Source: an optimization exercise on an open RTL-to-GDS flow (aim: small area and a short achievable clock period). Production flows keep margins and buffers that such runs may drop.
RTL that was checked went through simulation tests only; none was proved equivalent to the original.
Power figures rest on the tool's default switching activity, not on a simulated workload.

Design mult_man, start of the top module:
module mult_man (
  input clk, input rstn, input data_rdy,
  input [16:0] mult1_signed, input [16:0] mult2_signed,
  output [31:0] res, output [33:0] res_signed, output res_rdy, output [32:0] res_final);
export LEC_CHECK = 0
export ABC_CLOCK_PERIOD_IN_PS = 2000
export CAP_MARGIN = 20
export CORE_MARGIN = 2
export CORE_UTILIZATION = 40
export SLEW_MARGIN = 20
export SYNTH_HIERARCHICAL = 1
create_clock -name core_clock -period 4.5 [get_ports {clk}]
run.sh (not shown) runs the stock make flow with config.mk's settings and CLKGATE_MAP_FILE= SYNTH_SCRIPT=/design/flow/synth_recipe.tcl, a recipe that flattens the netlist after the stock synthesis.
Then changed:
--- a/flow/config.mk
+++ b/flow/config.mk
@@ -10,4 +10,5 @@
 export CORE_MARGIN = 2
 export CORE_UTILIZATION = 40
+export SETUP_SLACK_MARGIN = 2.4
 export SLEW_MARGIN = 20
 export SYNTH_HIERARCHICAL = 1
Synthesized area stays the same; sequential cell count does not change; worst setup slack improves by 0.36 ns; final area increases by 4.3%; worst hold slack degrades by 0.0052 ns; first-iteration DRC count increases by about 10%; synthesized cell count does not change; sequential power is about the same; wire length increases by 8.6%.


Another version of the RTL of mult_man (not shown whole).
Size: about 1500 cells after synthesis, ~260 flip-flops, about 140 I/O pins, roughly 15000 um2 of cells after synthesis.
export LEC_CHECK = 0
export ABC_CLOCK_PERIOD_IN_PS = 2000
export CAP_MARGIN = 20
export CORE_MARGIN = 2
export CORE_UTILIZATION = 40
export SETUP_SLACK_MARGIN = 2.4
export SLEW_MARGIN = 20
export SYNTH_HIERARCHICAL = 1
export TNS_END_PERCENT = 0
create_clock -name core_clock -period 4.5 [get_ports {clk}]
The baseline finished with timing, DRC and antenna clean.
Edit:
--- a/flow/config.mk
+++ b/flow/config.mk
@@ -11,0 +12 @@
+export CTS_BUF_LIST = sky130_fd_sc_hd__clkbuf_4 sky130_fd_sc_hd__clkbuf_8
@@ -15 +15,0 @@
-export TNS_END_PERCENT = 0
After rerunning:
- routed wire length rose by 11%
- setup slack got worse by 0.15 ns
- die area is unchanged
- final cell count rose by 4.5%
- total power rose by 5.6%
- first-iteration DRC count rose by 35%
- utilization rose by 3.6 points
- via count rose by 5.1%
- clock-buffer cell count rose by 33
- cell area rose by 7.2%
Edit:
--- a/flow/config.mk
+++ b/flow/config.mk
@@ -12,2 +12 @@
-export CTS_BUF_LIST = sky130_fd_sc_hd__clkbuf_4 sky130_fd_sc_hd__clkbuf_8
-export SETUP_SLACK_MARGIN = 2.4
+export SETUP_SLACK_MARGIN = 2.3
@@ -15,0 +15 @@
+export TNS_END_PERCENT = 10
After rerunning:
- The new run ran to the end with no violations
- maximum frequency climbs slightly
- combinational power drops by a little under a tenth
- non-clock buffer count drops by 114
- final cell count drops by a few percent
Edit:
--- a/flow/config.mk
+++ b/flow/config.mk
@@ -12 +12 @@
-export SETUP_SLACK_MARGIN = 2.3
+export SETUP_SLACK_MARGIN = 2.4
@@ -15 +14,0 @@
-export TNS_END_PERCENT = 10
Sequential share of layout area fell by 2.7 points.
Synthesized area does not change.
Die area stays the same.
Via count grows by 5.9%.
Worst setup slack is better by 0.088 ns.
Global-route usage rose by 1.1 points.
Power grows by 6.7%.
Routed wire length came out higher by 10%.
Cell count climbs by 5.7%.
Function was not checked in any run of this note: the RTL went through the layout flow alone.


mult_man, a different RTL version from the one above (not shown whole).
For scale: about 1,400 cells after synthesis, about 260 flip-flops, about 15,000 um^2 of cells after synthesis.
clock: 4.5 ns
lec_check: 0
cap_margin: 20
core_margin: 2
core_utilization: 40
cts_buf_list: sky130_fd_sc_hd__clkbuf_4 sky130_fd_sc_hd__clkbuf_8
cts_cluster_size: 30
setup_slack_margin: 2.2
slew_margin: 20
synth_hierarchical: 1
tns_end_percent: 0
standard.sh (not shown) runs the stock make flow with config.mk's settings and CLKGATE_MAP_FILE= SYNTH_SCRIPT=/design/flow/synth_recipe.tcl, a recipe that flattens the netlist after the stock synthesis.
==> flow/flow/run.sh <==
#!/bin/bash
# The standard layout (standard.sh) with two changes:
# - the port buffers that buffer_ports inserts are sky130_fd_sc_hd__buf_2 cells (resized later as
#   needed) instead of the delay cell buffer_ports picks by itself; every port still gets one;
# - ABC maps the design's small gate modules for a 1 fF load instead of 5 fF, so that it does
#   not pick x2/x4 drive strengths for single gates (the resizer upsizes where timing needs it).
set -euo pipefail
bash standard.sh 'BUFFER_PORTS_ARGS=-buffer_cell sky130_fd_sc_hd__buf_2' ABC_LOAD_IN_FF=1 finish > standard_flow.log 2>&1
The baseline finished with timing, DRC and antenna clean.
Then changed:
==> flow/flow/run.sh (replaced) <==
#!/bin/bash
# The standard layout (standard.sh), with one change: the port buffers that buffer_ports
# inserts are sky130_fd_sc_hd__buf_2 cells (later resized as needed) instead of the delay cell
# buffer_ports picks by itself. Every input and output port still gets its buffer.
set -euo pipefail
bash standard.sh 'BUFFER_PORTS_ARGS=-buffer_cell sky130_fd_sc_hd__buf_2' finish > standard_flow.log 2>&1
Settings changed: CTS_BUF_LIST sky130_fd_sc_hd__clkbuf_4 sky130_fd_sc_hd__clkbuf_8 to unset, CTS_CLUSTER_SIZE 30 to unset, SETUP_SLACK_MARGIN 2.2 to 2.3.
Result: Total power increases by 5.2%; final area increases by 6.2%; clock skew increases by 0.0038 ns; worst setup slack gets worse by 0.014 ns; area after synthesis increases by 3.8%; combinational power increases by 14%; critical path depth is unchanged; synthesized cell count does not change.
Then changed:
==> flow/flow/run.sh (replaced) <==
#!/bin/bash
# The standard layout (standard.sh) with two changes:
# - the port buffers that buffer_ports inserts are sky130_fd_sc_hd__buf_2 cells (resized later as
#   needed) instead of the delay cell buffer_ports picks by itself; every port still gets one;
# - ABC maps the design's small gate modules for a 1 fF load instead of 5 fF, so that it does
#   not pick x2/x4 drive strengths for single gates (the resizer upsizes where timing needs it).
set -euo pipefail
bash standard.sh 'BUFFER_PORTS_ARGS=-buffer_cell sky130_fd_sc_hd__buf_2' ABC_LOAD_IN_FF=1 finish > standard_flow.log 2>&1
Settings changed: SETUP_SLACK_MARGIN 2.3 to 2.25.
- global-route usage drops by 0.19 points
- setup slack loses 0.0052 ns
- sequential power drops by about 2%
- combinational power drops by 9.5%
Then changed:
Settings changed: ABC_CLOCK_PERIOD_IN_PS set to 2000, SETUP_SLACK_MARGIN 2.25 to 2.3.
Effect: The new run completed with no timing, DRC or antenna violations; worst hold slack stays flat; flip-flop and latch count does not change; cell count rose by 2.2%; power climbs by 1.4%; synthesized area is unchanged; critical path depth rises by 1; synthesized cell count is unchanged; core utilization rises by 1.6 points; setup slack loses 0.0089 ns.

-- port drivers added, routing unchanged --
No port has a modelled driver above. Below, the same layouts with a new extraction and two added sets of constraints. Step 1: set_driving_cell puts a clkbuf_16 on clk and a buf_2 on each other input, an assumption about the parent block. Step 2 moves the port delays by t, midway between the first and last clock arrival at a register: inputs arrive t later, outputs are due t later. That takes back most of the time a late clock gives input paths. Three values: no drivers, after step 1, after step 2; two values: the first two.
run | t (ns) | setup slack, ns | hold WS [ns] | worst setup path after step 2
the first run of note 1 | 0.597 | 1.875 / 1.875 / 1.689 | 0.325 / 0.325 / 0.325 | input to register
the second run of note 1 | 0.617 | 2.233 / 2.233 / 1.818 | 0.320 / 0.320 / 0.320 | input to register
the first run of note 2 | 0.609 | 2.254 / 2.254 / 1.956 | 0.328 / 0.328 / 0.328 | input to register
the second run of note 2 | 0.592 | 2.105 / 2.105 / 2.048 | 0.327 / 0.327 / 0.327 | input to register
the third run of note 2 | 0.586 | 2.147 / 2.100 / 1.835 | 0.327 / 0.327 / 0.327 | input to register
the fourth run of note 2 | 0.606 | 2.235 / 2.235 / 2.035 | 0.325 / 0.325 / 0.325 | input to register
the first run of note 3 | 0.597 | 2.259 / 2.259 / 2.259 | 0.324 / 0.324 / 0.324 | register to register
the second run of note 3 | 0.589 | 2.245 / 2.245 / 2.245 | 0.324 / 0.324 / 0.324 | register to register
the third run of note 3 | 0.595 | 2.240 / 2.240 / 2.240 | 0.327 / 0.327 / 0.327 | register to register
the fourth run of note 3 | 0.594 | 2.231 / 2.231 / 2.231 | 0.327 / 0.327 / 0.327 | register to register
After both steps every run listed still meets setup and hold. The setup slack of the second run of note 1, which loses most, moves by 0.000 ns with the drivers and by -0.415 ns with both steps.
